From an optimization exercise on the open Yosys and OpenROAD flow, aimed at small area, a short achievable clock period and few clock cycles per item; shortcuts taken in it are not production practice.
Function was not checked in any run shown here: the RTL went through the layout flow alone.
Power figures rest on the tool's default switching activity, not on a simulated workload.

==> flow/design.v, too long to show whole: its modules and the start of the top module <==
// module multiplier: 410 lines
// module mul_cpa: 505 lines
// module mul_fa: 4 lines
// module mul_ha: 4 lines
module multiplier(
  output [63:0] prod,
  output busy,
  input [31:0] mc,
  input [31:0] mp,
  input clk,
  input rst,
  input start);
  // ...
==> flow/flow/run.sh <==
#!/bin/bash
# Layout flow: the standard flow (standard synthesis and ORFS steps), except
# that the port buffers inserted before global placement are buf_2 cells
# instead of the delay-cell buffers ORFS picks by default. Every input and
# output port still gets its own buffer.
set -euo pipefail
export BUFFER_PORTS_ARGS="-buffer_cell sky130_fd_sc_hd__buf_2"
bash standard.sh finish > standard_flow.log 2>&1
==> flow/standard.sh <==
#!/bin/bash
# synth_recipe.tcl (not shown) runs the flow's synth.tcl, then flattens the netlist and writes it again
# the make line also repeats each setting of config.mk as NAME=value (left out here)
make -C /OpenROAD-flow-scripts/flow DESIGN_CONFIG=/design/flow/config.mk WORK_HOME=/design/flow/orfs CLKGATE_MAP_FILE= SYNTH_SCRIPT=/design/flow/synth_recipe.tcl "${@:-finish}"
==> flow/config.mk <==
export PLATFORM = sky130hd
export DESIGN_NAME = multiplier
export DESIGN_NICKNAME = multiplier
export VERILOG_FILES = /design/flow/design.v
export SDC_FILE = /design/flow/constraint.sdc
export NUM_CORES = 4
export LEC_CHECK = 0
export CAP_MARGIN = 20
export CORE_MARGIN = 2
export CORE_UTILIZATION = 40
export SETUP_SLACK_MARGIN = 0.0
export SLEW_MARGIN = 20
export SYNTH_HIERARCHICAL = 1
export SYNTH_MINIMUM_KEEP_SIZE = 0
==> flow/constraint.sdc <==
create_clock -name core_clock -period 4.0 [get_ports {clk}]
set_input_delay 0.8000 -clock core_clock [delete_from_list [all_inputs] [get_ports {clk}]]
set_output_delay 0.8000 -clock core_clock [all_outputs]
set_load 0.01 [all_outputs]
==> notes.md, run 1 <==
# TYPE chip_impl_metric gauge
chip_impl_info{name="outcome",value="complete, no violations"} 1
chip_impl_metric{name="grt_max_degree",unit=""} 65
chip_impl_info{name="unrepaired_setup_endpoints_after_global_routing",value="true"} 1
chip_impl_metric{name="route.detailed.vias_per_inst",unit=""} 5.26
chip_impl_metric{name="clock_buffer_count_from_cts",unit=""} 17
chip_impl_metric{name="total_power_density_per_cell_area",unit="mW/mm²"} 833
chip_impl_metric{name="switching_share",unit="%"} 42.4
chip_impl_metric{name="multi_input_area",unit="mm²"} 0.00847
chip_impl_metric{name="n_all_inverters",unit=""} 50
chip_impl_metric{name="dp.final_hpwl",unit="µm"} 24100
chip_impl_metric{name="stdcell_area",unit="mm²"} 0.0151
chip_impl_info{name="layout_common_cells",value="160 x sky130_fd_sc_hd__xnor2_1, 131 x sky130_fd_sc_hd__buf_2, 128 x sky130_fd_sc_hd__fa_1"} 1
chip_impl_metric{name="timing_worst_slew_pin_value",unit="ps"} 588
chip_impl_info{name="library_cell_contributing_the_largest_single_delay_on_the_critical_path",value="sky130_fd_sc_hd__edfxtp_1"} 1
chip_impl_metric{name="final.clkbuf_count",unit=""} 17
chip_impl_metric{name="cts.hold.buffers_added",unit=""} 0
chip_impl_metric{name="setup_ws",unit="ps"} 61.2
chip_impl_metric{name="syn-mean-instance-area",unit="µm²"} 11.9
chip_impl_metric{name="hold_violations",unit=""} 0
chip_impl_metric{name="critPathBufInv",unit=""} 1
chip_impl_metric{name="detail_route.wirelength",unit="µm"} 31700
chip_impl_metric{name="clock_tree.buffer_depth",unit=""} 2
chip_impl_metric{name="ir_drop",unit="mV"} 0.364
chip_impl_metric{name="io_buffers",unit=""} 131
chip_impl_metric{name="path_depth",unit=""} 9
chip_impl_metric{name="initial_core_util",unit="%"} 40.4
chip_impl_metric{name="worst_path_largest_cell_delay",unit="ps"} 470
chip_impl_metric{name="gr-usage-met2",unit="%"} 30.7
==> inputs of run 2 (changes only) <==
--- a/flow/design.v
+++ b/flow/design.v
@@ -9,18 +9,19 @@
 reg [31:0] M, S;
 reg [30:0] C;
 reg [23:0] Q;
-reg [7:0] Ls, Lc;
+reg [11:0] Ls, Lc;
 reg t, cl, busy_r;
 reg [1:0] cnt;
-reg [3:0] d_one, d_two, d_neg;
-wire fin = busy_r & (cnt == 2'd2);
+reg [5:0] d_one, d_two, d_neg;
+wire fin = busy_r & (cnt == 2'd1);
 wire it = start | busy_r;
-function [11:0] dec;
-  input [8:0] b;
+wire dkeep = ~rst & (start | (busy_r & ~fin));   
+function [17:0] dec;
+  input [12:0] b;
   integer k;
-  reg [3:0] o, w, n;
+  reg [5:0] o, w, n;
   begin
-    for (k = 0; k < 4; k = k + 1) begin
+    for (k = 0; k < 6; k = k + 1) begin
       o[k] = b[2*k+1] ^ b[2*k];
       w[k] = (b[2*k+2] ^ b[2*k+1]) & ~(b[2*k+1] ^ b[2*k]);
       n[k] = b[2*k+2];
@@ -28,22 +29,24 @@
     dec = {n, w, o};
   end
 endfunction
-wire [11:0] dec0 = dec({{mp[7:0]}, 1'b0});
-wire [11:0] decn = dec(busy_r ? Q[8:0] : {mp[15:7]});
+wire [17:0] dec0 = dec({{mp[7:0], 4'd0}, 1'b0});
+wire [17:0] decn = dec(busy_r ? Q[12:0] : {mp[19:7]});
 wire [31:0] Me = busy_r ? M : mc;
-wire [3:0] oe = busy_r ? d_one : dec0[3:0];
-wire [3:0] we = busy_r ? d_two : dec0[7:4];
-wire [3:0] ne = busy_r ? d_neg : dec0[11:8];
+wire [5:0] oe = busy_r ? d_one : dec0[5:0];
+wire [5:0] we = busy_r ? d_two : dec0[11:6];
+wire [5:0] ne = busy_r ? d_neg : dec0[17:12];
 wire [31:0] Se = S & {32{busy_r}};
 wire [30:0] Ce = C & {31{busy_r}};
 wire te = t | ~busy_r;
 wire [32:0] Mx = {Me[31], Me};
 wire [33:0] Mx2 = {Mx, 1'b0};
-wire [32:0] x0 = ({33{oe[0]}} & Mx) | ({33{we[0]}} & Mx2[32:0]);
-wire [32:0] p0 = x0 ^ {33{ne[0]}};
+wire [32:0] Mr = {M[31], M};
+wire [33:0] Mr2 = {Mr, 1'b0};
+wire [32:0] x0 = ({33{d_one[0]}} & Mr) | ({33{d_two[0]}} & Mr2[32:0]);
+wire [32:0] p0 = x0 ^ {33{d_neg[0]}};
 wire [33:0] pp0 = {~p0[32], p0};
-wire [32:0] x1 = ({33{oe[1]}} & Mx) | ({33{we[1]}} & Mx2[32:0]);
-wire [32:0] p1 = x1 ^ {33{ne[1]}};
+wire [32:0] x1 = ({33{d_one[1]}} & Mr) | ({33{d_two[1]}} & Mr2[32:0]);
+wire [32:0] p1 = x1 ^ {33{d_neg[1]}};
 wire [33:0] pp1 = {~p1[32], p1};
 wire [32:0] x2 = ({33{oe[2]}} & Mx) | ({33{we[2]}} & Mx2[32:0]);
 wire [32:0] p2 = x2 ^ {33{ne[2]}};
@@ -51,368 +54,446 @@
 wire [32:0] x3 = ({33{oe[3]}} & Mx) | ({33{we[3]}} & Mx2[32:0]);
 wire [32:0] p3 = x3 ^ {33{ne[3]}};
 wire [33:0] pp3 = {~p3[32], p3};
+wire [32:0] x4 = ({33{oe[4]}} & Mx) | ({33{we[4]}} & Mx2[32:0]);
+wire [32:0] p4 = x4 ^ {33{ne[4]}};
+wire [33:0] pp4 = {~p4[32], p4};
+wire [32:0] x5 = ({33{oe[5]}} & Mx) | ({33{we[5]}} & Mx2[32:0]);
+wire [32:0] p5 = x5 ^ {33{ne[5]}};
+wire [33:0] pp5 = {~p5[32], p5};
 wire hs1, hc1;
-mul_ha u1 (.a(Ce[5]), .b(Se[6]), .s(hs1), .co(hc1));
-wire hs2, hc2;
-mul_ha u2 (.a(Ce[6]), .b(Se[7]), .s(hs2), .co(hc2));
-wire hs3, hc3;
-mul_ha u3 (.a(Ce[7]), .b(Se[8]), .s(hs3), .co(hc3));
-wire hs4, hc4;
-mul_ha u4 (.a(Ce[8]), .b(Se[9]), .s(hs4), .co(hc4));
-wire hs5, hc5;
-mul_ha u5 (.a(Ce[9]), .b(Se[10]), .s(hs5), .co(hc5));
-wire hs6, hc6;
-mul_ha u6 (.a(Ce[10]), .b(Se[11]), .s(hs6), .co(hc6));
-wire hs7, hc7;
-mul_ha u7 (.a(Ce[11]), .b(Se[12]), .s(hs7), .co(hc7));
-wire hs8, hc8;
-mul_ha u8 (.a(Ce[12]), .b(Se[13]), .s(hs8), .co(hc8));
-wire hs9, hc9;
-mul_ha u9 (.a(Ce[13]), .b(Se[14]), .s(hs9), .co(hc9));
-wire hs10, hc10;
-mul_ha u10 (.a(Ce[14]), .b(Se[15]), .s(hs10), .co(hc10));
-wire hs11, hc11;
-mul_ha u11 (.a(Ce[15]), .b(Se[16]), .s(hs11), .co(hc11));
-wire hs12, hc12;
-mul_ha u12 (.a(Ce[16]), .b(Se[17]), .s(hs12), .co(hc12));
-wire hs13, hc13;
-mul_ha u13 (.a(Ce[17]), .b(Se[18]), .s(hs13), .co(hc13));
-wire hs14, hc14;
-mul_ha u14 (.a(Ce[18]), .b(Se[19]), .s(hs14), .co(hc14));
-wire hs15, hc15;
-mul_ha u15 (.a(Ce[19]), .b(Se[20]), .s(hs15), .co(hc15));
-wire hs16, hc16;
-mul_ha u16 (.a(Ce[20]), .b(Se[21]), .s(hs16), .co(hc16));
-wire hs17, hc17;
-mul_ha u17 (.a(Ce[21]), .b(Se[22]), .s(hs17), .co(hc17));
-wire hs18, hc18;
-mul_ha u18 (.a(Ce[22]), .b(Se[23]), .s(hs18), .co(hc18));
-wire hs19, hc19;
-mul_ha u19 (.a(Ce[23]), .b(Se[24]), .s(hs19), .co(hc19));
-wire hs20, hc20;
-mul_ha u20 (.a(Ce[24]), .b(Se[25]), .s(hs20), .co(hc20));
-wire hs21, hc21;
-mul_ha u21 (.a(Ce[25]), .b(Se[26]), .s(hs21), .co(hc21));
-wire hs22, hc22;
-mul_ha u22 (.a(Ce[26]), .b(Se[27]), .s(hs22), .co(hc22));
-wire hs23, hc23;
-mul_ha u23 (.a(Ce[27]), .b(Se[28]), .s(hs23), .co(hc23));
-wire hs24, hc24;
-mul_ha u24 (.a(Ce[28]), .b(Se[29]), .s(hs24), .co(hc24));
-wire hs25, hc25;
-mul_ha u25 (.a(Ce[29]), .b(Se[30]), .s(hs25), .co(hc25));
-wire hs26, hc26;
-mul_ha u26 (.a(Ce[30]), .b(Se[31]), .s(hs26), .co(hc26));
-wire hs27, hc27;
-mul_ha u27 (.a(Ce[1]), .b(Se[2]), .s(hs27), .co(hc27));
-wire hs28, hc28;
-mul_ha u28 (.a(Ce[2]), .b(Se[3]), .s(hs28), .co(hc28));
+mul_ha u1 (.a(Se[0]), .b(ne[0]), .s(hs1), .co(hc1));
+wire fs2, fc2;
+mul_fa u2 (.a(Ce[0]), .b(Se[1]), .c(hc1), .s(fs2), .co(fc2));
+wire fs3, fc3;
+mul_fa u3 (.a(Ce[1]), .b(Se[2]), .c(ne[1]), .s(fs3), .co(fc3));
+wire fs4, fc4;
+mul_fa u4 (.a(pp0[2]), .b(pp1[0]), .c(fs3), .s(fs4), .co(fc4));
+wire fs5, fc5;
+mul_fa u5 (.a(Ce[2]), .b(Se[3]), .c(pp0[3]), .s(fs5), .co(fc5));
+wire fs6, fc6;
+mul_fa u6 (.a(pp1[1]), .b(fc3), .c(fs5), .s(fs6), .co(fc6));
+wire fs7, fc7;
+mul_fa u7 (.a(Ce[3]), .b(Se[4]), .c(ne[2]), .s(fs7), .co(fc7));
+wire fs8, fc8;
+mul_fa u8 (.a(pp0[4]), .b(pp1[2]), .c(fs7), .s(fs8), .co(fc8));
+wire fs9, fc9;
+mul_fa u9 (.a(fc5), .b(pp2[0]), .c(fs8), .s(fs9), .co(fc9));
+wire fs10, fc10;
+mul_fa u10 (.a(Ce[4]), .b(Se[5]), .c(pp0[5]), .s(fs10), .co(fc10));
+wire fs11, fc11;
+mul_fa u11 (.a(pp1[3]), .b(fc7), .c(fs10), .s(fs11), .co(fc11));
+wire fs12, fc12;
+mul_fa u12 (.a(fc8), .b(pp2[1]), .c(fs11), .s(fs12), .co(fc12));
+wire fs13, fc13;
+mul_fa u13 (.a(Ce[5]), .b(Se[6]), .c(ne[3]), .s(fs13), .co(fc13));
+wire fs14, fc14;
+mul_fa u14 (.a(pp0[6]), .b(pp1[4]), .c(fs13), .s(fs14), .co(fc14));
+wire fs15, fc15;
+mul_fa u15 (.a(fc10), .b(pp2[2]), .c(pp3[0]), .s(fs15), .co(fc15));
+wire fs16, fc16;
+mul_fa u16 (.a(fs14), .b(fc11), .c(fs15), .s(fs16), .co(fc16));
+wire fs17, fc17;
+mul_fa u17 (.a(Ce[6]), .b(Se[7]), .c(pp0[7]), .s(fs17), .co(fc17));
+wire fs18, fc18;
+mul_fa u18 (.a(pp1[5]), .b(fc13), .c(fs17), .s(fs18), .co(fc18));
+wire fs19, fc19;
+mul_fa u19 (.a(fc14), .b(pp2[3]), .c(pp3[1]), .s(fs19), .co(fc19));
+wire fs20, fc20;
+mul_fa u20 (.a(fs18), .b(fc15), .c(fs19), .s(fs20), .co(fc20));
+wire fs21, fc21;
+mul_fa u21 (.a(Ce[7]), .b(Se[8]), .c(ne[4]), .s(fs21), .co(fc21));
+wire fs22, fc22;
+mul_fa u22 (.a(pp0[8]), .b(pp1[6]), .c(fs21), .s(fs22), .co(fc22));
+wire fs23, fc23;
+mul_fa u23 (.a(fc17), .b(pp2[4]), .c(pp3[2]), .s(fs23), .co(fc23));
+wire fs24, fc24;
+mul_fa u24 (.a(pp4[0]), .b(fs22), .c(fc18), .s(fs24), .co(fc24));
+wire fs25, fc25;
+mul_fa u25 (.a(fc19), .b(fs23), .c(fs24), .s(fs25), .co(fc25));
+wire fs26, fc26;
+mul_fa u26 (.a(Ce[8]), .b(Se[9]), .c(pp0[9]), .s(fs26), .co(fc26));
+wire fs27, fc27;
+mul_fa u27 (.a(pp1[7]), .b(fc21), .c(fs26), .s(fs27), .co(fc27));
+wire fs28, fc28;
+mul_fa u28 (.a(fc22), .b(pp2[5]), .c(pp3[3]), .s(fs28), .co(fc28));
 wire fs29, fc29;
-mul_fa u29 (.a(Ce[3]), .b(Se[4]), .c(ne[2]), .s(fs29), .co(fc29));
-wire hs30, hc30;
-mul_ha u30 (.a(pp0[4]), .b(pp1[2]), .s(hs30), .co(hc30));
+mul_fa u29 (.a(pp4[1]), .b(fs27), .c(fc23), .s(fs29), .co(fc29));
+wire fs30, fc30;
+mul_fa u30 (.a(fs28), .b(fc24), .c(fs29), .s(fs30), .co(fc30));
 wire fs31, fc31;
-mul_fa u31 (.a(Ce[4]), .b(Se[5]), .c(pp0[5]), .s(fs31), .co(fc31));
-wire hs32, hc32;
-mul_ha u32 (.a(pp1[3]), .b(pp2[1]), .s(hs32), .co(hc32));
+mul_fa u31 (.a(Ce[9]), .b(Se[10]), .c(ne[5]), .s(fs31), .co(fc31));
+wire fs32, fc32;
+mul_fa u32 (.a(pp0[10]), .b(pp1[8]), .c(fs31), .s(fs32), .co(fc32));
 wire fs33, fc33;
-mul_fa u33 (.a(hs1), .b(ne[3]), .c(pp0[6]), .s(fs33), .co(fc33));
+mul_fa u33 (.a(fc26), .b(pp2[6]), .c(pp3[4]), .s(fs33), .co(fc33));
 wire fs34, fc34;
-mul_fa u34 (.a(pp1[4]), .b(pp2[2]), .c(pp3[0]), .s(fs34), .co(fc34));
+mul_fa u34 (.a(pp4[2]), .b(pp5[0]), .c(fs32), .s(fs34), .co(fc34));
 wire fs35, fc35;
-mul_fa u35 (.a(hc1), .b(hs2), .c(pp0[7]), .s(fs35), .co(fc35));
+mul_fa u35 (.a(fc27), .b(fc28), .c(fs33), .s(fs35), .co(fc35));
 wire fs36, fc36;
-mul_fa u36 (.a(pp1[5]), .b(pp2[3]), .c(pp3[1]), .s(fs36), .co(fc36));
+mul_fa u36 (.a(fs34), .b(fc29), .c(fs35), .s(fs36), .co(fc36));
 wire fs37, fc37;
-mul_fa u37 (.a(hc2), .b(hs3), .c(pp0[8]), .s(fs37), .co(fc37));
+mul_fa u37 (.a(Ce[10]), .b(Se[11]), .c(pp0[11]), .s(fs37), .co(fc37));
 wire fs38, fc38;
-mul_fa u38 (.a(pp1[6]), .b(pp2[4]), .c(pp3[2]), .s(fs38), .co(fc38));
+mul_fa u38 (.a(pp1[9]), .b(fc31), .c(fs37), .s(fs38), .co(fc38));
 wire fs39, fc39;
-mul_fa u39 (.a(hc3), .b(hs4), .c(pp0[9]), .s(fs39), .co(fc39));
+mul_fa u39 (.a(fc32), .b(pp2[7]), .c(pp3[5]), .s(fs39), .co(fc39));
 wire fs40, fc40;
-mul_fa u40 (.a(pp1[7]), .b(pp2[5]), .c(pp3[3]), .s(fs40), .co(fc40));
+mul_fa u40 (.a(pp4[3]), .b(pp5[1]), .c(fs38), .s(fs40), .co(fc40));
 wire fs41, fc41;
-mul_fa u41 (.a(hc4), .b(hs5), .c(pp0[10]), .s(fs41), .co(fc41));
+mul_fa u41 (.a(fc33), .b(fc34), .c(fs39), .s(fs41), .co(fc41));
 wire fs42, fc42;
-mul_fa u42 (.a(pp1[8]), .b(pp2[6]), .c(pp3[4]), .s(fs42), .co(fc42));
+mul_fa u42 (.a(fs40), .b(fc35), .c(fs41), .s(fs42), .co(fc42));
 wire fs43, fc43;
-mul_fa u43 (.a(hc5), .b(hs6), .c(pp0[11]), .s(fs43), .co(fc43));
+mul_fa u43 (.a(Ce[11]), .b(Se[12]), .c(pp0[12]), .s(fs43), .co(fc43));
 wire fs44, fc44;
-mul_fa u44 (.a(pp1[9]), .b(pp2[7]), .c(pp3[5]), .s(fs44), .co(fc44));
+mul_fa u44 (.a(pp1[10]), .b(fc37), .c(fs43), .s(fs44), .co(fc44));
 wire fs45, fc45;
-mul_fa u45 (.a(hc6), .b(hs7), .c(pp0[12]), .s(fs45), .co(fc45));
+mul_fa u45 (.a(pp2[8]), .b(pp3[6]), .c(pp4[4]), .s(fs45), .co(fc45));
 wire fs46, fc46;
-mul_fa u46 (.a(pp1[10]), .b(pp2[8]), .c(pp3[6]), .s(fs46), .co(fc46));
+mul_fa u46 (.a(pp5[2]), .b(fc38), .c(fs44), .s(fs46), .co(fc46));
 wire fs47, fc47;
-mul_fa u47 (.a(hc7), .b(hs8), .c(pp0[13]), .s(fs47), .co(fc47));
+mul_fa u47 (.a(fc39), .b(fs45), .c(fc40), .s(fs47), .co(fc47));
 wire fs48, fc48;
-mul_fa u48 (.a(pp1[11]), .b(pp2[9]), .c(pp3[7]), .s(fs48), .co(fc48));
+mul_fa u48 (.a(fs46), .b(fc41), .c(fs47), .s(fs48), .co(fc48));
 wire fs49, fc49;
-mul_fa u49 (.a(hc8), .b(hs9), .c(pp0[14]), .s(fs49), .co(fc49));
+mul_fa u49 (.a(Ce[12]), .b(Se[13]), .c(pp0[13]), .s(fs49), .co(fc49));
 wire fs50, fc50;
-mul_fa u50 (.a(pp1[12]), .b(pp2[10]), .c(pp3[8]), .s(fs50), .co(fc50));
+mul_fa u50 (.a(pp1[11]), .b(fc43), .c(fs49), .s(fs50), .co(fc50));
 wire fs51, fc51;
-mul_fa u51 (.a(hc9), .b(hs10), .c(pp0[15]), .s(fs51), .co(fc51));
+mul_fa u51 (.a(pp2[9]), .b(pp3[7]), .c(pp4[5]), .s(fs51), .co(fc51));
 wire fs52, fc52;
-mul_fa u52 (.a(pp1[13]), .b(pp2[11]), .c(pp3[9]), .s(fs52), .co(fc52));
+mul_fa u52 (.a(pp5[3]), .b(fc44), .c(fs50), .s(fs52), .co(fc52));
 wire fs53, fc53;
-mul_fa u53 (.a(hc10), .b(hs11), .c(pp0[16]), .s(fs53), .co(fc53));
+mul_fa u53 (.a(fc45), .b(fs51), .c(fc46), .s(fs53), .co(fc53));
 wire fs54, fc54;
-mul_fa u54 (.a(pp1[14]), .b(pp2[12]), .c(pp3[10]), .s(fs54), .co(fc54));
+mul_fa u54 (.a(fs52), .b(fc47), .c(fs53), .s(fs54), .co(fc54));
 wire fs55, fc55;
-mul_fa u55 (.a(hc11), .b(hs12), .c(pp0[17]), .s(fs55), .co(fc55));
+mul_fa u55 (.a(Ce[13]), .b(Se[14]), .c(pp0[14]), .s(fs55), .co(fc55));
 wire fs56, fc56;
-mul_fa u56 (.a(pp1[15]), .b(pp2[13]), .c(pp3[11]), .s(fs56), .co(fc56));
+mul_fa u56 (.a(pp1[12]), .b(fc49), .c(fs55), .s(fs56), .co(fc56));
 wire fs57, fc57;
-mul_fa u57 (.a(hc12), .b(hs13), .c(pp0[18]), .s(fs57), .co(fc57));
+mul_fa u57 (.a(pp2[10]), .b(pp3[8]), .c(pp4[6]), .s(fs57), .co(fc57));
 wire fs58, fc58;
-mul_fa u58 (.a(pp1[16]), .b(pp2[14]), .c(pp3[12]), .s(fs58), .co(fc58));
+mul_fa u58 (.a(pp5[4]), .b(fc50), .c(fs56), .s(fs58), .co(fc58));
 wire fs59, fc59;
-mul_fa u59 (.a(hc13), .b(hs14), .c(pp0[19]), .s(fs59), .co(fc59));
+mul_fa u59 (.a(fc51), .b(fs57), .c(fc52), .s(fs59), .co(fc59));
 wire fs60, fc60;
-mul_fa u60 (.a(pp1[17]), .b(pp2[15]), .c(pp3[13]), .s(fs60), .co(fc60));
+mul_fa u60 (.a(fs58), .b(fc53), .c(fs59), .s(fs60), .co(fc60));
 wire fs61, fc61;
-mul_fa u61 (.a(hc14), .b(hs15), .c(pp0[20]), .s(fs61), .co(fc61));
+mul_fa u61 (.a(Ce[14]), .b(Se[15]), .c(pp0[15]), .s(fs61), .co(fc61));
 wire fs62, fc62;
-mul_fa u62 (.a(pp1[18]), .b(pp2[16]), .c(pp3[14]), .s(fs62), .co(fc62));
+mul_fa u62 (.a(pp1[13]), .b(fc55), .c(fs61), .s(fs62), .co(fc62));
 wire fs63, fc63;
-mul_fa u63 (.a(hc15), .b(hs16), .c(pp0[21]), .s(fs63), .co(fc63));
+mul_fa u63 (.a(pp2[11]), .b(pp3[9]), .c(pp4[7]), .s(fs63), .co(fc63));
 wire fs64, fc64;
-mul_fa u64 (.a(pp1[19]), .b(pp2[17]), .c(pp3[15]), .s(fs64), .co(fc64));
+mul_fa u64 (.a(pp5[5]), .b(fc56), .c(fs62), .s(fs64), .co(fc64));
 wire fs65, fc65;
-mul_fa u65 (.a(hc16), .b(hs17), .c(pp0[22]), .s(fs65), .co(fc65));
+mul_fa u65 (.a(fc57), .b(fs63), .c(fc58), .s(fs65), .co(fc65));
 wire fs66, fc66;
-mul_fa u66 (.a(pp1[20]), .b(pp2[18]), .c(pp3[16]), .s(fs66), .co(fc66));
+mul_fa u66 (.a(fs64), .b(fc59), .c(fs65), .s(fs66), .co(fc66));
 wire fs67, fc67;
-mul_fa u67 (.a(hc17), .b(hs18), .c(pp0[23]), .s(fs67), .co(fc67));
+mul_fa u67 (.a(Ce[15]), .b(Se[16]), .c(pp0[16]), .s(fs67), .co(fc67));
 wire fs68, fc68;
-mul_fa u68 (.a(pp1[21]), .b(pp2[19]), .c(pp3[17]), .s(fs68), .co(fc68));
+mul_fa u68 (.a(pp1[14]), .b(fc61), .c(fs67), .s(fs68), .co(fc68));
 wire fs69, fc69;
-mul_fa u69 (.a(hc18), .b(hs19), .c(pp0[24]), .s(fs69), .co(fc69));
+mul_fa u69 (.a(pp2[12]), .b(pp3[10]), .c(pp4[8]), .s(fs69), .co(fc69));
 wire fs70, fc70;
-mul_fa u70 (.a(pp1[22]), .b(pp2[20]), .c(pp3[18]), .s(fs70), .co(fc70));
+mul_fa u70 (.a(pp5[6]), .b(fc62), .c(fs68), .s(fs70), .co(fc70));
 wire fs71, fc71;
-mul_fa u71 (.a(hc19), .b(hs20), .c(pp0[25]), .s(fs71), .co(fc71));
+mul_fa u71 (.a(fc63), .b(fs69), .c(fc64), .s(fs71), .co(fc71));
 wire fs72, fc72;
-mul_fa u72 (.a(pp1[23]), .b(pp2[21]), .c(pp3[19]), .s(fs72), .co(fc72));
+mul_fa u72 (.a(fs70), .b(fc65), .c(fs71), .s(fs72), .co(fc72));
 wire fs73, fc73;
-mul_fa u73 (.a(hc20), .b(hs21), .c(pp0[26]), .s(fs73), .co(fc73));
+mul_fa u73 (.a(Ce[16]), .b(Se[17]), .c(pp0[17]), .s(fs73), .co(fc73));
 wire fs74, fc74;
-mul_fa u74 (.a(pp1[24]), .b(pp2[22]), .c(pp3[20]), .s(fs74), .co(fc74));
+mul_fa u74 (.a(pp1[15]), .b(fc67), .c(fs73), .s(fs74), .co(fc74));
 wire fs75, fc75;
-mul_fa u75 (.a(hc21), .b(hs22), .c(pp0[27]), .s(fs75), .co(fc75));
+mul_fa u75 (.a(pp2[13]), .b(pp3[11]), .c(pp4[9]), .s(fs75), .co(fc75));
 wire fs76, fc76;
-mul_fa u76 (.a(pp1[25]), .b(pp2[23]), .c(pp3[21]), .s(fs76), .co(fc76));
+mul_fa u76 (.a(pp5[7]), .b(fc68), .c(fs74), .s(fs76), .co(fc76));
 wire fs77, fc77;
-mul_fa u77 (.a(hc22), .b(hs23), .c(pp0[28]), .s(fs77), .co(fc77));
+mul_fa u77 (.a(fc69), .b(fs75), .c(fc70), .s(fs77), .co(fc77));
 wire fs78, fc78;
-mul_fa u78 (.a(pp1[26]), .b(pp2[24]), .c(pp3[22]), .s(fs78), .co(fc78));
+mul_fa u78 (.a(fs76), .b(fc71), .c(fs77), .s(fs78), .co(fc78));
 wire fs79, fc79;
-mul_fa u79 (.a(hc23), .b(hs24), .c(pp0[29]), .s(fs79), .co(fc79));
+mul_fa u79 (.a(Ce[17]), .b(Se[18]), .c(pp0[18]), .s(fs79), .co(fc79));
 wire fs80, fc80;
-mul_fa u80 (.a(pp1[27]), .b(pp2[25]), .c(pp3[23]), .s(fs80), .co(fc80));
+mul_fa u80 (.a(pp1[16]), .b(fc73), .c(fs79), .s(fs80), .co(fc80));
 wire fs81, fc81;
-mul_fa u81 (.a(hc24), .b(hs25), .c(pp0[30]), .s(fs81), .co(fc81));
+mul_fa u81 (.a(pp2[14]), .b(pp3[12]), .c(pp4[10]), .s(fs81), .co(fc81));
 wire fs82, fc82;
-mul_fa u82 (.a(pp1[28]), .b(pp2[26]), .c(pp3[24]), .s(fs82), .co(fc82));
+mul_fa u82 (.a(pp5[8]), .b(fc74), .c(fs80), .s(fs82), .co(fc82));
 wire fs83, fc83;
-mul_fa u83 (.a(hc25), .b(hs26), .c(pp0[31]), .s(fs83), .co(fc83));
+mul_fa u83 (.a(fc75), .b(fs81), .c(fc76), .s(fs83), .co(fc83));
 wire fs84, fc84;
-mul_fa u84 (.a(pp1[29]), .b(pp2[27]), .c(pp3[25]), .s(fs84), .co(fc84));
+mul_fa u84 (.a(fs82), .b(fc77), .c(fs83), .s(fs84), .co(fc84));
 wire fs85, fc85;
-mul_fa u85 (.a(~te), .b(hc26), .c(pp0[32]), .s(fs85), .co(fc85));
+mul_fa u85 (.a(Ce[18]), .b(Se[19]), .c(pp0[19]), .s(fs85), .co(fc85));
 wire fs86, fc86;
-mul_fa u86 (.a(pp1[30]), .b(pp2[28]), .c(pp3[26]), .s(fs86), .co(fc86));
+mul_fa u86 (.a(pp1[17]), .b(fc79), .c(fs85), .s(fs86), .co(fc86));
 wire fs87, fc87;
-mul_fa u87 (.a(te), .b(pp0[33]), .c(pp1[31]), .s(fs87), .co(fc87));
-wire hs88, hc88;
-mul_ha u88 (.a(pp2[29]), .b(pp3[27]), .s(hs88), .co(hc88));
+mul_fa u87 (.a(pp2[15]), .b(pp3[13]), .c(pp4[11]), .s(fs87), .co(fc87));
+wire fs88, fc88;
+mul_fa u88 (.a(pp5[9]), .b(fc80), .c(fs86), .s(fs88), .co(fc88));
 wire fs89, fc89;
-mul_fa u89 (.a(1'b1), .b(pp1[32]), .c(pp2[30]), .s(fs89), .co(fc89));
-wire hs90, hc90;
-mul_ha u90 (.a(hs27), .b(ne[1]), .s(hs90), .co(hc90));
+mul_fa u89 (.a(fc81), .b(fs87), .c(fc82), .s(fs89), .co(fc89));
+wire fs90, fc90;
+mul_fa u90 (.a(fs88), .b(fc83), .c(fs89), .s(fs90), .co(fc90));
 wire fs91, fc91;
-mul_fa u91 (.a(hc27), .b(hs28), .c(pp0[3]), .s(fs91), .co(fc91));
+mul_fa u91 (.a(Ce[19]), .b(Se[20]), .c(pp0[20]), .s(fs91), .co(fc91));
 wire fs92, fc92;
-mul_fa u92 (.a(hc28), .b(fs29), .c(pp2[0]), .s(fs92), .co(fc92));
+mul_fa u92 (.a(pp1[18]), .b(fc85), .c(fs91), .s(fs92), .co(fc92));
 wire fs93, fc93;
-mul_fa u93 (.a(fc29), .b(hc30), .c(hs32), .s(fs93), .co(fc93));
+mul_fa u93 (.a(pp2[16]), .b(pp3[14]), .c(pp4[12]), .s(fs93), .co(fc93));
 wire fs94, fc94;
-mul_fa u94 (.a(hc32), .b(fc31), .c(fs33), .s(fs94), .co(fc94));
+mul_fa u94 (.a(pp5[10]), .b(fc86), .c(fs92), .s(fs94), .co(fc94));
 wire fs95, fc95;
-mul_fa u95 (.a(fc33), .b(fc34), .c(fs35), .s(fs95), .co(fc95));
+mul_fa u95 (.a(fc87), .b(fs93), .c(fc88), .s(fs95), .co(fc95));
 wire fs96, fc96;
-mul_fa u96 (.a(fc35), .b(fc36), .c(fs37), .s(fs96), .co(fc96));
+mul_fa u96 (.a(fs94), .b(fc89), .c(fs95), .s(fs96), .co(fc96));
 wire fs97, fc97;
-mul_fa u97 (.a(fc37), .b(fc38), .c(fs39), .s(fs97), .co(fc97));
+mul_fa u97 (.a(Ce[20]), .b(Se[21]), .c(pp0[21]), .s(fs97), .co(fc97));
 wire fs98, fc98;
-mul_fa u98 (.a(fc39), .b(fc40), .c(fs41), .s(fs98), .co(fc98));
+mul_fa u98 (.a(pp1[19]), .b(fc91), .c(fs97), .s(fs98), .co(fc98));
 wire fs99, fc99;
-mul_fa u99 (.a(fc41), .b(fc42), .c(fs43), .s(fs99), .co(fc99));
+mul_fa u99 (.a(pp2[17]), .b(pp3[15]), .c(pp4[13]), .s(fs99), .co(fc99));
 wire fs100, fc100;
-mul_fa u100 (.a(fc43), .b(fc44), .c(fs45), .s(fs100), .co(fc100));
+mul_fa u100 (.a(pp5[11]), .b(fc92), .c(fs98), .s(fs100), .co(fc100));
 wire fs101, fc101;
-mul_fa u101 (.a(fc45), .b(fc46), .c(fs47), .s(fs101), .co(fc101));
+mul_fa u101 (.a(fc93), .b(fs99), .c(fc94), .s(fs101), .co(fc101));
 wire fs102, fc102;
-mul_fa u102 (.a(fc47), .b(fc48), .c(fs49), .s(fs102), .co(fc102));
+mul_fa u102 (.a(fs100), .b(fc95), .c(fs101), .s(fs102), .co(fc102));
 wire fs103, fc103;
-mul_fa u103 (.a(fc49), .b(fc50), .c(fs51), .s(fs103), .co(fc103));
+mul_fa u103 (.a(Ce[21]), .b(Se[22]), .c(pp0[22]), .s(fs103), .co(fc103));
 wire fs104, fc104;
-mul_fa u104 (.a(fc51), .b(fc52), .c(fs53), .s(fs104), .co(fc104));
+mul_fa u104 (.a(pp1[20]), .b(fc97), .c(fs103), .s(fs104), .co(fc104));
 wire fs105, fc105;
-mul_fa u105 (.a(fc53), .b(fc54), .c(fs55), .s(fs105), .co(fc105));
+mul_fa u105 (.a(pp2[18]), .b(pp3[16]), .c(pp4[14]), .s(fs105), .co(fc105));
 wire fs106, fc106;
-mul_fa u106 (.a(fc55), .b(fc56), .c(fs57), .s(fs106), .co(fc106));
+mul_fa u106 (.a(pp5[12]), .b(fc98), .c(fs104), .s(fs106), .co(fc106));
 wire fs107, fc107;
-mul_fa u107 (.a(fc57), .b(fc58), .c(fs59), .s(fs107), .co(fc107));
+mul_fa u107 (.a(fc99), .b(fs105), .c(fc100), .s(fs107), .co(fc107));
 wire fs108, fc108;
-mul_fa u108 (.a(fc59), .b(fc60), .c(fs61), .s(fs108), .co(fc108));
+mul_fa u108 (.a(fs106), .b(fc101), .c(fs107), .s(fs108), .co(fc108));
 wire fs109, fc109;
-mul_fa u109 (.a(fc61), .b(fc62), .c(fs63), .s(fs109), .co(fc109));
+mul_fa u109 (.a(Ce[22]), .b(Se[23]), .c(pp0[23]), .s(fs109), .co(fc109));
 wire fs110, fc110;
-mul_fa u110 (.a(fc63), .b(fc64), .c(fs65), .s(fs110), .co(fc110));
+mul_fa u110 (.a(pp1[21]), .b(fc103), .c(fs109), .s(fs110), .co(fc110));
 wire fs111, fc111;
-mul_fa u111 (.a(fc65), .b(fc66), .c(fs67), .s(fs111), .co(fc111));
+mul_fa u111 (.a(pp2[19]), .b(pp3[17]), .c(pp4[15]), .s(fs111), .co(fc111));
 wire fs112, fc112;
-mul_fa u112 (.a(fc67), .b(fc68), .c(fs69), .s(fs112), .co(fc112));
+mul_fa u112 (.a(pp5[13]), .b(fc104), .c(fs110), .s(fs112), .co(fc112));
 wire fs113, fc113;
-mul_fa u113 (.a(fc69), .b(fc70), .c(fs71), .s(fs113), .co(fc113));
+mul_fa u113 (.a(fc105), .b(fs111), .c(fc106), .s(fs113), .co(fc113));
 wire fs114, fc114;
-mul_fa u114 (.a(fc71), .b(fc72), .c(fs73), .s(fs114), .co(fc114));
+mul_fa u114 (.a(fs112), .b(fc107), .c(fs113), .s(fs114), .co(fc114));
 wire fs115, fc115;
-mul_fa u115 (.a(fc73), .b(fc74), .c(fs75), .s(fs115), .co(fc115));
+mul_fa u115 (.a(Ce[23]), .b(Se[24]), .c(pp0[24]), .s(fs115), .co(fc115));
 wire fs116, fc116;
-mul_fa u116 (.a(fc75), .b(fc76), .c(fs77), .s(fs116), .co(fc116));
+mul_fa u116 (.a(pp1[22]), .b(fc109), .c(fs115), .s(fs116), .co(fc116));
 wire fs117, fc117;
-mul_fa u117 (.a(fc77), .b(fc78), .c(fs79), .s(fs117), .co(fc117));
+mul_fa u117 (.a(pp2[20]), .b(pp3[18]), .c(pp4[16]), .s(fs117), .co(fc117));
 wire fs118, fc118;
-mul_fa u118 (.a(fc79), .b(fc80), .c(fs81), .s(fs118), .co(fc118));
+mul_fa u118 (.a(pp5[14]), .b(fc110), .c(fs116), .s(fs118), .co(fc118));
 wire fs119, fc119;
-mul_fa u119 (.a(fc81), .b(fc82), .c(fs83), .s(fs119), .co(fc119));
+mul_fa u119 (.a(fc111), .b(fs117), .c(fc112), .s(fs119), .co(fc119));
 wire fs120, fc120;
-mul_fa u120 (.a(fc83), .b(fc84), .c(fs85), .s(fs120), .co(fc120));
+mul_fa u120 (.a(fs118), .b(fc113), .c(fs119), .s(fs120), .co(fc120));
 wire fs121, fc121;
-mul_fa u121 (.a(hs88), .b(fc85), .c(fc86), .s(fs121), .co(fc121));
+mul_fa u121 (.a(Ce[24]), .b(Se[25]), .c(pp0[25]), .s(fs121), .co(fc121));
 wire fs122, fc122;
-mul_fa u122 (.a(pp3[28]), .b(hc88), .c(fc87), .s(fs122), .co(fc122));
+mul_fa u122 (.a(pp1[23]), .b(fc115), .c(fs121), .s(fs122), .co(fc122));
 wire fs123, fc123;
-mul_fa u123 (.a(pp1[33]), .b(pp2[31]), .c(pp3[29]), .s(fs123), .co(fc123));
-wire hs124, hc124;
-mul_ha u124 (.a(1'b1), .b(pp2[32]), .s(hs124), .co(hc124));
-wire hs125, hc125;
-mul_ha u125 (.a(Se[0]), .b(ne[0]), .s(hs125), .co(hc125));
+mul_fa u123 (.a(pp2[21]), .b(pp3[19]), .c(pp4[17]), .s(fs123), .co(fc123));
+wire fs124, fc124;
+mul_fa u124 (.a(pp5[15]), .b(fc116), .c(fs122), .s(fs124), .co(fc124));
+wire fs125, fc125;
+mul_fa u125 (.a(fc117), .b(fs123), .c(fc118), .s(fs125), .co(fc125));
 wire fs126, fc126;
-mul_fa u126 (.a(Ce[0]), .b(Se[1]), .c(pp0[1]), .s(fs126), .co(fc126));
+mul_fa u126 (.a(fs124), .b(fc119), .c(fs125), .s(fs126), .co(fc126));
 wire fs127, fc127;
-mul_fa u127 (.a(hs90), .b(pp0[2]), .c(pp1[0]), .s(fs127), .co(fc127));
+mul_fa u127 (.a(Ce[25]), .b(Se[26]), .c(pp0[26]), .s(fs127), .co(fc127));
 wire fs128, fc128;
-mul_fa u128 (.a(hc90), .b(pp1[1]), .c(fs91), .s(fs128), .co(fc128));
+mul_fa u128 (.a(pp1[24]), .b(fc121), .c(fs127), .s(fs128), .co(fc128));
 wire fs129, fc129;
-mul_fa u129 (.a(hs30), .b(fc91), .c(fs92), .s(fs129), .co(fc129));
+mul_fa u129 (.a(pp2[22]), .b(pp3[20]), .c(pp4[18]), .s(fs129), .co(fc129));
 wire fs130, fc130;
-mul_fa u130 (.a(fc92), .b(fs31), .c(fs93), .s(fs130), .co(fc130));
+mul_fa u130 (.a(pp5[16]), .b(fc122), .c(fs128), .s(fs130), .co(fc130));
 wire fs131, fc131;
-mul_fa u131 (.a(fs34), .b(fc93), .c(fs94), .s(fs131), .co(fc131));
+mul_fa u131 (.a(fc123), .b(fs129), .c(fc124), .s(fs131), .co(fc131));
 wire fs132, fc132;
-mul_fa u132 (.a(fs36), .b(fc94), .c(fs95), .s(fs132), .co(fc132));
+mul_fa u132 (.a(fs130), .b(fc125), .c(fs131), .s(fs132), .co(fc132));
 wire fs133, fc133;
-mul_fa u133 (.a(fs38), .b(fc95), .c(fs96), .s(fs133), .co(fc133));
+mul_fa u133 (.a(Ce[26]), .b(Se[27]), .c(pp0[27]), .s(fs133), .co(fc133));
 wire fs134, fc134;
-mul_fa u134 (.a(fs40), .b(fc96), .c(fs97), .s(fs134), .co(fc134));
+mul_fa u134 (.a(pp1[25]), .b(fc127), .c(fs133), .s(fs134), .co(fc134));
 wire fs135, fc135;
-mul_fa u135 (.a(fs42), .b(fc97), .c(fs98), .s(fs135), .co(fc135));
+mul_fa u135 (.a(pp2[23]), .b(pp3[21]), .c(pp4[19]), .s(fs135), .co(fc135));
 wire fs136, fc136;
-mul_fa u136 (.a(fs44), .b(fc98), .c(fs99), .s(fs136), .co(fc136));
+mul_fa u136 (.a(pp5[17]), .b(fc128), .c(fs134), .s(fs136), .co(fc136));
 wire fs137, fc137;
-mul_fa u137 (.a(fs46), .b(fc99), .c(fs100), .s(fs137), .co(fc137));
+mul_fa u137 (.a(fc129), .b(fs135), .c(fc130), .s(fs137), .co(fc137));
 wire fs138, fc138;
-mul_fa u138 (.a(fs48), .b(fc100), .c(fs101), .s(fs138), .co(fc138));
+mul_fa u138 (.a(fs136), .b(fc131), .c(fs137), .s(fs138), .co(fc138));
 wire fs139, fc139;
-mul_fa u139 (.a(fs50), .b(fc101), .c(fs102), .s(fs139), .co(fc139));
+mul_fa u139 (.a(Ce[27]), .b(Se[28]), .c(pp0[28]), .s(fs139), .co(fc139));
 wire fs140, fc140;
-mul_fa u140 (.a(fs52), .b(fc102), .c(fs103), .s(fs140), .co(fc140));
+mul_fa u140 (.a(pp1[26]), .b(fc133), .c(fs139), .s(fs140), .co(fc140));
 wire fs141, fc141;
-mul_fa u141 (.a(fs54), .b(fc103), .c(fs104), .s(fs141), .co(fc141));
+mul_fa u141 (.a(pp2[24]), .b(pp3[22]), .c(pp4[20]), .s(fs141), .co(fc141));
 wire fs142, fc142;
-mul_fa u142 (.a(fs56), .b(fc104), .c(fs105), .s(fs142), .co(fc142));
+mul_fa u142 (.a(pp5[18]), .b(fc134), .c(fs140), .s(fs142), .co(fc142));
 wire fs143, fc143;
-mul_fa u143 (.a(fs58), .b(fc105), .c(fs106), .s(fs143), .co(fc143));
+mul_fa u143 (.a(fc135), .b(fs141), .c(fc136), .s(fs143), .co(fc143));
 wire fs144, fc144;
-mul_fa u144 (.a(fs60), .b(fc106), .c(fs107), .s(fs144), .co(fc144));
+mul_fa u144 (.a(fs142), .b(fc137), .c(fs143), .s(fs144), .co(fc144));
 wire fs145, fc145;
-mul_fa u145 (.a(fs62), .b(fc107), .c(fs108), .s(fs145), .co(fc145));
+mul_fa u145 (.a(Ce[28]), .b(Se[29]), .c(pp0[29]), .s(fs145), .co(fc145));
 wire fs146, fc146;
-mul_fa u146 (.a(fs64), .b(fc108), .c(fs109), .s(fs146), .co(fc146));
+mul_fa u146 (.a(pp1[27]), .b(fc139), .c(fs145), .s(fs146), .co(fc146));
 wire fs147, fc147;
-mul_fa u147 (.a(fs66), .b(fc109), .c(fs110), .s(fs147), .co(fc147));
+mul_fa u147 (.a(pp2[25]), .b(pp3[23]), .c(pp4[21]), .s(fs147), .co(fc147));
 wire fs148, fc148;
-mul_fa u148 (.a(fs68), .b(fc110), .c(fs111), .s(fs148), .co(fc148));
+mul_fa u148 (.a(pp5[19]), .b(fc140), .c(fs146), .s(fs148), .co(fc148));
 wire fs149, fc149;
-mul_fa u149 (.a(fs70), .b(fc111), .c(fs112), .s(fs149), .co(fc149));
+mul_fa u149 (.a(fc141), .b(fs147), .c(fc142), .s(fs149), .co(fc149));
 wire fs150, fc150;
-mul_fa u150 (.a(fs72), .b(fc112), .c(fs113), .s(fs150), .co(fc150));
+mul_fa u150 (.a(fs148), .b(fc143), .c(fs149), .s(fs150), .co(fc150));
 wire fs151, fc151;
-mul_fa u151 (.a(fs74), .b(fc113), .c(fs114), .s(fs151), .co(fc151));
+mul_fa u151 (.a(Ce[29]), .b(Se[30]), .c(pp0[30]), .s(fs151), .co(fc151));
 wire fs152, fc152;
-mul_fa u152 (.a(fs76), .b(fc114), .c(fs115), .s(fs152), .co(fc152));
+mul_fa u152 (.a(pp1[28]), .b(fc145), .c(fs151), .s(fs152), .co(fc152));
 wire fs153, fc153;
-mul_fa u153 (.a(fs78), .b(fc115), .c(fs116), .s(fs153), .co(fc153));
+mul_fa u153 (.a(pp2[26]), .b(pp3[24]), .c(pp4[22]), .s(fs153), .co(fc153));
 wire fs154, fc154;
-mul_fa u154 (.a(fs80), .b(fc116), .c(fs117), .s(fs154), .co(fc154));
+mul_fa u154 (.a(pp5[20]), .b(fc146), .c(fs152), .s(fs154), .co(fc154));
 wire fs155, fc155;
-mul_fa u155 (.a(fs82), .b(fc117), .c(fs118), .s(fs155), .co(fc155));
+mul_fa u155 (.a(fc147), .b(fs153), .c(fc148), .s(fs155), .co(fc155));
 wire fs156, fc156;
-mul_fa u156 (.a(fs84), .b(fc118), .c(fs119), .s(fs156), .co(fc156));
+mul_fa u156 (.a(fs154), .b(fc149), .c(fs155), .s(fs156), .co(fc156));
 wire fs157, fc157;
-mul_fa u157 (.a(fs86), .b(fc119), .c(fs120), .s(fs157), .co(fc157));
+mul_fa u157 (.a(Ce[30]), .b(Se[31]), .c(pp0[31]), .s(fs157), .co(fc157));
 wire fs158, fc158;
-mul_fa u158 (.a(fs87), .b(fs121), .c(fc120), .s(fs158), .co(fc158));
+mul_fa u158 (.a(pp1[29]), .b(fc151), .c(fs157), .s(fs158), .co(fc158));
 wire fs159, fc159;
-mul_fa u159 (.a(fs89), .b(fc121), .c(fs122), .s(fs159), .co(fc159));
+mul_fa u159 (.a(pp2[27]), .b(pp3[25]), .c(pp4[23]), .s(fs159), .co(fc159));
 wire fs160, fc160;
-mul_fa u160 (.a(fc89), .b(fs123), .c(fc122), .s(fs160), .co(fc160));
+mul_fa u160 (.a(pp5[21]), .b(fc152), .c(fs158), .s(fs160), .co(fc160));
 wire fs161, fc161;
-mul_fa u161 (.a(pp3[30]), .b(hs124), .c(fc123), .s(fs161), .co(fc161));
+mul_fa u161 (.a(fc153), .b(fs159), .c(fc154), .s(fs161), .co(fc161));
 wire fs162, fc162;
-mul_fa u162 (.a(pp2[33]), .b(pp3[31]), .c(hc124), .s(fs162), .co(fc162));
-wire hs163, hc163;
-mul_ha u163 (.a(1'b1), .b(pp3[32]), .s(hs163), .co(hc163));
-wire [40:0] R0 = {1'b0, pp3[33], hs163, fs162, fs161, fc159, fc158, fc157, fc156, fc155, fc154, fc153, fc152, fc151, fc150, fc149, fc148, fc147, fc146, fc145, fc144, fc143, fc142, fc141, fc140, fc139, fc138, fc137, fc136, fc135, fc134, fc133, fc132, fc131, fc130, fc129, fc128, fc127, fc126, hc125, hs125};
-wire [40:0] R1 = {1'b0, hc163, fc162, fc161, fc160, fs160, fs159, fs158, fs157, fs156, fs155, fs154, fs153, fs152, fs151, fs150, fs149, fs148, fs147, fs146, fs145, fs144, fs143, fs142, fs141, fs140, fs139, fs138, fs137, fs136, fs135, fs134, fs133, fs132, fs131, fs130, fs129, fs128, fs127, fs126, pp0[0]};
-wire [39:0] F;
+mul_fa u162 (.a(fs160), .b(fc155), .c(fs161), .s(fs162), .co(fc162));
+wire fs163, fc163;
+mul_fa u163 (.a(~te), .b(pp0[32]), .c(pp1[30]), .s(fs163), .co(fc163));
+wire fs164, fc164;
+mul_fa u164 (.a(fc157), .b(fs163), .c(pp2[28]), .s(fs164), .co(fc164));
+wire fs165, fc165;
+mul_fa u165 (.a(pp3[26]), .b(pp4[24]), .c(pp5[22]), .s(fs165), .co(fc165));
+wire fs166, fc166;
+mul_fa u166 (.a(fc158), .b(fc159), .c(fs164), .s(fs166), .co(fc166));
+wire fs167, fc167;
+mul_fa u167 (.a(fs165), .b(fc160), .c(fs166), .s(fs167), .co(fc167));
+wire hs168, hc168;
+mul_ha u168 (.a(fc161), .b(fs167), .s(hs168), .co(hc168));
+wire fs169, fc169;
+mul_fa u169 (.a(te), .b(pp0[33]), .c(pp1[31]), .s(fs169), .co(fc169));
+wire fs170, fc170;
+mul_fa u170 (.a(fc163), .b(fs169), .c(pp2[29]), .s(fs170), .co(fc170));
+wire fs171, fc171;
+mul_fa u171 (.a(pp3[27]), .b(pp4[25]), .c(pp5[23]), .s(fs171), .co(fc171));
+wire fs172, fc172;
+mul_fa u172 (.a(fc164), .b(fc165), .c(fs170), .s(fs172), .co(fc172));
+wire fs173, fc173;
+mul_fa u173 (.a(fs171), .b(fc166), .c(fs172), .s(fs173), .co(fc173));
+wire hs174, hc174;
+mul_ha u174 (.a(fc167), .b(fs173), .s(hs174), .co(hc174));
+wire fs175, fc175;
+mul_fa u175 (.a(1'b1), .b(pp1[32]), .c(fc169), .s(fs175), .co(fc175));
+wire fs176, fc176;
+mul_fa u176 (.a(pp2[30]), .b(pp3[28]), .c(pp4[26]), .s(fs176), .co(fc176));
+wire fs177, fc177;
+mul_fa u177 (.a(pp5[24]), .b(fs175), .c(fc170), .s(fs177), .co(fc177));
+wire fs178, fc178;
+mul_fa u178 (.a(fc171), .b(fs176), .c(fc172), .s(fs178), .co(fc178));
+wire fs179, fc179;
+mul_fa u179 (.a(fs177), .b(fc173), .c(fs178), .s(fs179), .co(fc179));
+wire fs180, fc180;
+mul_fa u180 (.a(pp1[33]), .b(pp2[31]), .c(pp3[29]), .s(fs180), .co(fc180));
+wire fs181, fc181;
+mul_fa u181 (.a(pp4[27]), .b(pp5[25]), .c(fc175), .s(fs181), .co(fc181));
+wire fs182, fc182;
+mul_fa u182 (.a(fc176), .b(fs180), .c(fs181), .s(fs182), .co(fc182));
+wire fs183, fc183;
+mul_fa u183 (.a(fc177), .b(fs182), .c(fc178), .s(fs183), .co(fc183));
+wire fs184, fc184;
+mul_fa u184 (.a(1'b1), .b(pp2[32]), .c(pp3[30]), .s(fs184), .co(fc184));
+wire fs185, fc185;
+mul_fa u185 (.a(pp4[28]), .b(pp5[26]), .c(fc180), .s(fs185), .co(fc185));
+wire fs186, fc186;
+mul_fa u186 (.a(fs184), .b(fc181), .c(fs185), .s(fs186), .co(fc186));
+wire hs187, hc187;
+mul_ha u187 (.a(fc182), .b(fs186), .s(hs187), .co(hc187));
+wire fs188, fc188;
+mul_fa u188 (.a(pp2[33]), .b(pp3[31]), .c(pp4[29]), .s(fs188), .co(fc188));
+wire fs189, fc189;
+mul_fa u189 (.a(pp5[27]), .b(fc184), .c(fs188), .s(fs189), .co(fc189));
+wire fs190, fc190;
+mul_fa u190 (.a(fc185), .b(fs189), .c(fc186), .s(fs190), .co(fc190));
+wire fs191, fc191;
+mul_fa u191 (.a(1'b1), .b(pp3[32]), .c(pp4[30]), .s(fs191), .co(fc191));
+wire fs192, fc192;
+mul_fa u192 (.a(pp5[28]), .b(fc188), .c(fs191), .s(fs192), .co(fc192));
+wire hs193, hc193;
+mul_ha u193 (.a(fc189), .b(fs192), .s(hs193), .co(hc193));
+wire fs194, fc194;
+mul_fa u194 (.a(pp3[33]), .b(pp4[31]), .c(pp5[29]), .s(fs194), .co(fc194));
+wire fs195, fc195;
+mul_fa u195 (.a(fc191), .b(fs194), .c(fc192), .s(fs195), .co(fc195));
+wire fs196, fc196;
+mul_fa u196 (.a(1'b1), .b(pp4[32]), .c(pp5[30]), .s(fs196), .co(fc196));
+wire hs197, hc197;
+mul_ha u197 (.a(fc194), .b(fs196), .s(hs197), .co(hc197));
+wire fs198, fc198;
+mul_fa u198 (.a(pp4[33]), .b(pp5[31]), .c(fc196), .s(fs198), .co(fc198));
+wire hs199, hc199;
+mul_ha u199 (.a(1'b1), .b(pp5[32]), .s(hs199), .co(hc199));
+wire [44:0] R0 = {1'b0, pp5[33], hs199, hc197, hs197, hc193, hs193, hc187, hs187, fc179, hc174, hc168, fc162, fc156, fc150, fc144, fc138, fc132, fc126, fc120, fc114, fc108, fc102, fc96, fc90, fc84, fc78, fc72, fc66, fc60, fc54, fc48, fc42, fc36, fc30, fc25, fc20, fc16, fc12, fc9, fc6, fc4, fc2, pp0[1], hs1};
+wire [44:0] R1 = {1'b0, hc199, fc198, fs198, fc195, fs195, fc190, fs190, fc183, fs183, fs179, hs174, hs168, fs162, fs156, fs150, fs144, fs138, fs132, fs126, fs120, fs114, fs108, fs102, fs96, fs90, fs84, fs78, fs72, fs66, fs60, fs54, fs48, fs42, fs36, fs30, fs25, fs20, fs16, fs12, fs9, fs6, fs4, fs2, pp0[0]};
+wire [43:0] F;
 wire csh;   
 mul_cpa ucpa (.p({S, Ls}), .g({1'b0, C, Lc, cl}), .f(F), .csh(csh));
-wire [40:0] Tp = R0 ^ R1;
-wire [40:0] Tg = R0 & R1;
+wire [44:0] Tp = R0 ^ R1;
+wire [44:0] Tg = R0 & R1;
 always @(posedge clk) begin
   if (rst) busy_r <= 1'b0;
   else if (start) busy_r <= 1'b1;
   else if (fin) busy_r <= 1'b0;
   cnt <= start ? 2'd0 : cnt + 2'd1;
   M <= Me;
-  if (start) Q <= {7'd0, {mp[31:15]}};
-  else if (busy_r) Q <= {F[7:0], Q[23:8]};
-  d_one <= decn[3:0];
-  d_two <= decn[7:4];
-  d_neg <= decn[11:8];
+  if (start) Q <= {11'd0, {mp[31:19]}};
+  else if (busy_r) Q <= {F[11:0], Q[23:12]};
+  d_one <= decn[5:0] & {{4{1'b1}}, {2{dkeep}}};
+  d_two <= decn[11:6] & {{4{1'b1}}, {2{dkeep}}};
+  d_neg <= decn[17:12] & {{4{1'b1}}, {2{dkeep}}};
   if (it) begin
-    S <= Tp[39:8];
-    C <= Tg[38:8];
-    t <= Tp[40] | Tg[39];
-    Ls <= Tp[7:0];
-    Lc <= Tg[7:0];
+    S <= Tp[43:12];
+    C <= Tg[42:12];
+    t <= Tp[44] | Tg[43];
+    Ls <= Tp[11:0];
+    Lc <= Tg[11:0];
     cl <= csh & busy_r;
   end
 end
 assign busy = busy_r;
-wire [63:0] Pfull = {F, Q[23:0]};
-assign prod = Pfull[63:0];
+wire [67:0] Pfull = {F, Q[23:0]};
+assign prod = Pfull[67:4];
 endmodule
-module mul_cpa(input [39:0] p, input [40:0] g, output [39:0] f, output csh);
-  wire [39:0] fa_p = p;
-  wire [40:0] pg0_g = g;
-  wire [40:0] pg0_p = {fa_p, 1'b0};
-  wire [40:0] pg1_g, pg1_p;
+module mul_cpa(input [43:0] p, input [44:0] g, output [43:0] f, output csh);
+  wire [43:0] fa_p = p;
+  wire [44:0] pg0_g = g;
+  wire [44:0] pg0_p = {fa_p, 1'b0};
+  wire [44:0] pg1_g, pg1_p;
   assign pg1_g[0] = pg0_g[0];
   assign pg1_p[0] = pg0_p[0];
   assign pg1_g[1] = pg0_g[1] | (pg0_p[1] & pg0_g[0]);
@@ -495,7 +576,15 @@
   assign pg1_p[39] = pg0_p[39] & pg0_p[38];
   assign pg1_g[40] = pg0_g[40];
   assign pg1_p[40] = pg0_p[40];
-  wire [40:0] pg2_g, pg2_p;
+  assign pg1_g[41] = pg0_g[41] | (pg0_p[41] & pg0_g[40]);
+  assign pg1_p[41] = pg0_p[41] & pg0_p[40];
+  assign pg1_g[42] = pg0_g[42];
+  assign pg1_p[42] = pg0_p[42];
+  assign pg1_g[43] = pg0_g[43] | (pg0_p[43] & pg0_g[42]);
+  assign pg1_p[43] = pg0_p[43] & pg0_p[42];
+  assign pg1_g[44] = pg0_g[44];
+  assign pg1_p[44] = pg0_p[44];
+  wire [44:0] pg2_g, pg2_p;
   assign pg2_g[0] = pg1_g[0];
   assign pg2_p[0] = pg1_p[0];
   assign pg2_g[1] = pg1_g[1];
@@ -578,7 +667,15 @@
   assign pg2_p[39] = pg1_p[39] & pg1_p[37];
   assign pg2_g[40] = pg1_g[40];
   assign pg2_p[40] = pg1_p[40];
-  wire [40:0] pg3_g, pg3_p;
+  assign pg2_g[41] = pg1_g[41];
+  assign pg2_p[41] = pg1_p[41];
+  assign pg2_g[42] = pg1_g[42] | (pg1_p[42] & pg1_g[41]);
+  assign pg2_p[42] = pg1_p[42] & pg1_p[41];
+  assign pg2_g[43] = pg1_g[43] | (pg1_p[43] & pg1_g[41]);
+  assign pg2_p[43] = pg1_p[43] & pg1_p[41];
+  assign pg2_g[44] = pg1_g[44];
+  assign pg2_p[44] = pg1_p[44];
+  wire [44:0] pg3_g, pg3_p;
   assign pg3_g[0] = pg2_g[0];
   assign pg3_p[0] = pg2_p[0];
   assign pg3_g[1] = pg2_g[1];
@@ -661,7 +758,15 @@
   assign pg3_p[39] = pg2_p[39] & pg2_p[35];
   assign pg3_g[40] = pg2_g[40];
   assign pg3_p[40] = pg2_p[40];
-  wire [40:0] pg4_g, pg4_p;
+  assign pg3_g[41] = pg2_g[41];
+  assign pg3_p[41] = pg2_p[41];
+  assign pg3_g[42] = pg2_g[42];
+  assign pg3_p[42] = pg2_p[42];
+  assign pg3_g[43] = pg2_g[43];
+  assign pg3_p[43] = pg2_p[43];
+  assign pg3_g[44] = pg2_g[44] | (pg2_p[44] & pg2_g[43]);
+  assign pg3_p[44] = pg2_p[44] & pg2_p[43];
+  wire [44:0] pg4_g, pg4_p;
   assign pg4_g[0] = pg3_g[0];
   assign pg4_p[0] = pg3_p[0];
   assign pg4_g[1] = pg3_g[1];
@@ -744,7 +849,15 @@
   assign pg4_p[39] = pg3_p[39];
   assign pg4_g[40] = pg3_g[40] | (pg3_p[40] & pg3_g[39]);
   assign pg4_p[40] = pg3_p[40] & pg3_p[39];
-  wire [40:0] pg5_g, pg5_p;
+  assign pg4_g[41] = pg3_g[41] | (pg3_p[41] & pg3_g[39]);
+  assign pg4_p[41] = pg3_p[41] & pg3_p[39];
+  assign pg4_g[42] = pg3_g[42] | (pg3_p[42] & pg3_g[39]);
+  assign pg4_p[42] = pg3_p[42] & pg3_p[39];
+  assign pg4_g[43] = pg3_g[43] | (pg3_p[43] & pg3_g[39]);
+  assign pg4_p[43] = pg3_p[43] & pg3_p[39];
+  assign pg4_g[44] = pg3_g[44] | (pg3_p[44] & pg3_g[39]);
+  assign pg4_p[44] = pg3_p[44] & pg3_p[39];
+  wire [44:0] pg5_g, pg5_p;
   assign pg5_g[0] = pg4_g[0];
   assign pg5_p[0] = pg4_p[0];
   assign pg5_g[1] = pg4_g[1];
@@ -827,7 +940,15 @@
   assign pg5_p[39] = pg4_p[39];
   assign pg5_g[40] = pg4_g[40];
   assign pg5_p[40] = pg4_p[40];
-  wire [40:0] pg6_g, pg6_p;
+  assign pg5_g[41] = pg4_g[41];
+  assign pg5_p[41] = pg4_p[41];
+  assign pg5_g[42] = pg4_g[42];
+  assign pg5_p[42] = pg4_p[42];
+  assign pg5_g[43] = pg4_g[43];
+  assign pg5_p[43] = pg4_p[43];
+  assign pg5_g[44] = pg4_g[44];
+  assign pg5_p[44] = pg4_p[44];
+  wire [44:0] pg6_g, pg6_p;
   assign pg6_g[0] = pg5_g[0];
   assign pg6_p[0] = pg5_p[0];
   assign pg6_g[1] = pg5_g[1];
@@ -910,8 +1031,16 @@
   assign pg6_p[39] = pg5_p[39] & pg5_p[31];
   assign pg6_g[40] = pg5_g[40] | (pg5_p[40] & pg5_g[31]);
   assign pg6_p[40] = pg5_p[40] & pg5_p[31];
-  assign f = fa_p ^ pg6_g[39:0];
-  assign csh = pg6_g[8];   
+  assign pg6_g[41] = pg5_g[41] | (pg5_p[41] & pg5_g[31]);
+  assign pg6_p[41] = pg5_p[41] & pg5_p[31];
+  assign pg6_g[42] = pg5_g[42] | (pg5_p[42] & pg5_g[31]);
+  assign pg6_p[42] = pg5_p[42] & pg5_p[31];
+  assign pg6_g[43] = pg5_g[43] | (pg5_p[43] & pg5_g[31]);
+  assign pg6_p[43] = pg5_p[43] & pg5_p[31];
+  assign pg6_g[44] = pg5_g[44] | (pg5_p[44] & pg5_g[31]);
+  assign pg6_p[44] = pg5_p[44] & pg5_p[31];
+  assign f = fa_p ^ pg6_g[43:0];
+  assign csh = pg6_g[12];   
 endmodule
 module mul_fa(input a, input b, input c, output s, output co);
   assign s = a ^ b ^ c;
--- a/flow/config.mk
+++ b/flow/config.mk
@@ -7,8 +7,8 @@
 export LEC_CHECK = 0
 export CAP_MARGIN = 20
 export CORE_MARGIN = 2
-export CORE_UTILIZATION = 40
-export SETUP_SLACK_MARGIN = 0.0
+export CORE_UTILIZATION = 55
+export SETUP_SLACK_MARGIN = 0.1
 export SLEW_MARGIN = 20
 export SYNTH_HIERARCHICAL = 1
 export SYNTH_MINIMUM_KEEP_SIZE = 0
==> run 2 against run 1 <==
- utilization up 19 points
- critical path type is now reg2reg
- power up 34%
- sequential power up 17%
- largest cell class unchanged
- hold slack better by 34 ps
- register-to-register slack worse by 80 ps
- worst setup slack better by 100 ps
==> notes.md, run 2 <==
# TYPE chip_impl_metric gauge
chip_impl_metric{name="globalplace.congestion",unit=""} 0.909
chip_impl_metric{name="finalCoreUtilization",unit="%"} 65.4
chip_impl_metric{name="detail_route.wirelength",unit="µm"} 44500
chip_impl_metric{name="timing_worst_slew_pin_value",unit="ps"} 655
chip_impl_metric{name="clock_tree.buffer_depth",unit=""} 2
chip_impl_metric{name="syn-mean-instance-area",unit="µm²"} 11.6
chip_impl_metric{name="grt_overflow",unit=""} 0
chip_impl_metric{name="insertion_delay",unit="ps"} 460
chip_impl_metric{name="route.detailed.vias_per_inst",unit=""} 5.90
chip_impl_metric{name="yosys_warnings",unit=""} 7
chip_impl_metric{name="io_buffers",unit=""} 131
chip_impl_metric{name="total_power_density_per_cell_area",unit="mW/mm²"} 909
chip_impl_metric{name="detail_route.drc_violations",unit=""} 0
chip_impl_info{name="library_cell_contributing_the_largest_single_delay_on_the_critical_path",value="sky130_fd_sc_hd__fa_1"} 1
chip_impl_metric{name="cts.hold.buffers_added",unit=""} 0
chip_impl_metric{name="fp.dieArea",unit="mm²"} 0.0303
chip_impl_info{name="min_from",value="cnt[0]$_SDFF_PP0_"} 1
chip_impl_info{name="worstSetupStartpointType",value="register"} 1
chip_impl_metric{name="die_x",unit="µm"} 174
chip_impl_metric{name="min_delay_path_depth",unit=""} 1
chip_impl_info{name="unrepaired_setup_endpoints_after_global_routing",value="true"} 1
chip_impl_metric{name="clock_buffer_count_from_cts",unit=""} 17
chip_impl_metric{name="grt_max_degree",unit=""} 57
chip_impl_metric{name="critPathBufInv",unit=""} 2
chip_impl_info{name="outcome",value="complete, no violations"} 1
chip_impl_metric{name="dp.final_hpwl",unit="µm"} 34600
chip_impl_metric{name="hold_violations",unit=""} 0
chip_impl_metric{name="grt_usage",unit="%"} 29.8
chip_impl_metric{name="ir_drop",unit="mV"} 0.479
chip_impl_info{name="layout_common_cells",value="228 x sky130_fd_sc_hd__xnor2_1, 177 x sky130_fd_sc_hd__fa_1, 131 x sky130_fd_sc_hd__buf_2"} 1
chip_impl_metric{name="initial_core_util",unit="%"} 55.7
chip_impl_metric{name="worst_path_largest_cell_delay",unit="ps"} 590
chip_impl_metric{name="final_layout_size_suffix_gt1_share",unit="%"} 26.9
chip_impl_metric{name="regToRegSetupSlack",unit="ps"} 170
[run 2: metrics by stage]
step           hold slack, ps  cells  worst slack [ps]  setup TNS [ps]
4_1_cts                   451   1936               103               0
3_5_place_dp              429   1903              -259           -9250
6_report                  447   1953               166               0
3_3_place_gp              401   1903              -252           -7610
5_1_grt                   463   1953              25.7               0
2_1_floorplan             390   1379              38.4               0
[run 2: area by class of cell]
type,instances,area (µm²)
clock inverters,14,159
inverters,51,191
fillers,2314,9870
clock buffers,18,429
well taps,384,480
repair buffers,258,2050
flip-flops and latches,166,4360
multi-input cells,1062,11000
[run 2: worst max path at each step]
stage,end,cells past startpoint,start
after floorplan,Ls[11]$_DFFE_PP_,9,mp[7]
after CTS,S[4]$_DFFE_PP_,9,d_two[0]$_DFF_P_
after global placement,Ls[10]$_DFFE_PP_,10,mp[3]
after global routing,prod[57],12,Ls[8]$_DFFE_PP_
final,S[1]$_DFFE_PP_,9,busy_r$_SDFFE_PP0P_
after detailed placement,Ls[10]$_DFFE_PP_,10,mp[3]
[run 2: repair_timing]
| action | 4_1_cts | 5_1_grt |
|---|---|---|
| cloned | 0 | 2 |
| gates resized for setup | 7 | 30 |
| setup buffers | 1 | 15 |
| endpoints found under the setup margin | 12 | 53 |
| hold endpoints to repair | 0 | 0 |
| pin swaps | 1 | 13 |
[run 2: per-layer routing]
| metal | track usage, % | part of all wire [%] |
|---|---|---|
| met3 | 7.74 | 8.7 |
| met2 | 46.4 | 46 |
| met5 | 0 | 0 |
| met1 | 41.8 | 43 |
| met4 | 7.81 | 2.2 |
[run 2: where the power goes]
group,internal [W],leakage [nW],total [W],switching [W]
Combinational,0.00528,5.53,0.0113,0.00599
Clock,0.000893,0.293,0.00171,0.000819
Sequential,0.00337,1.59,0.00399,0.000621

afterwards: timing with drivers on the ports:
No port has a modelled driver above. Below, the same layouts with a new extraction and two added sets of constraints.
Step 1, drivers: a clkbuf_16 drives clk and a buf_2 each remaining input, both assumed.
Step 2 adds t to the input delays and takes it off the output delays; t is the mean of the earliest and latest rising clock arrival at the registers after step 1. Input paths then give back, and output paths get back, about the clock's delay inside the block.
Three values: ideal ports, drivers, drivers and shift; two values: the first two.
run	t, ns	slack for setup (ns)	hold slack, ns	worst slew at a driven data input, ns
run 1	0.495	0.061 / 0.012 / -0.120	0.414 / 0.414 / 0.414	0.06
run 2	0.504	0.166 / 0.117 / -0.304	0.447 / 0.447 / 0.447	0.05
Met with ideal ports but missed after step 2: setup timing in run 1 and run 2. For run 2, which loses most, drivers alone change the setup slack by -0.049 ns; drivers and shift together by -0.470 ns.
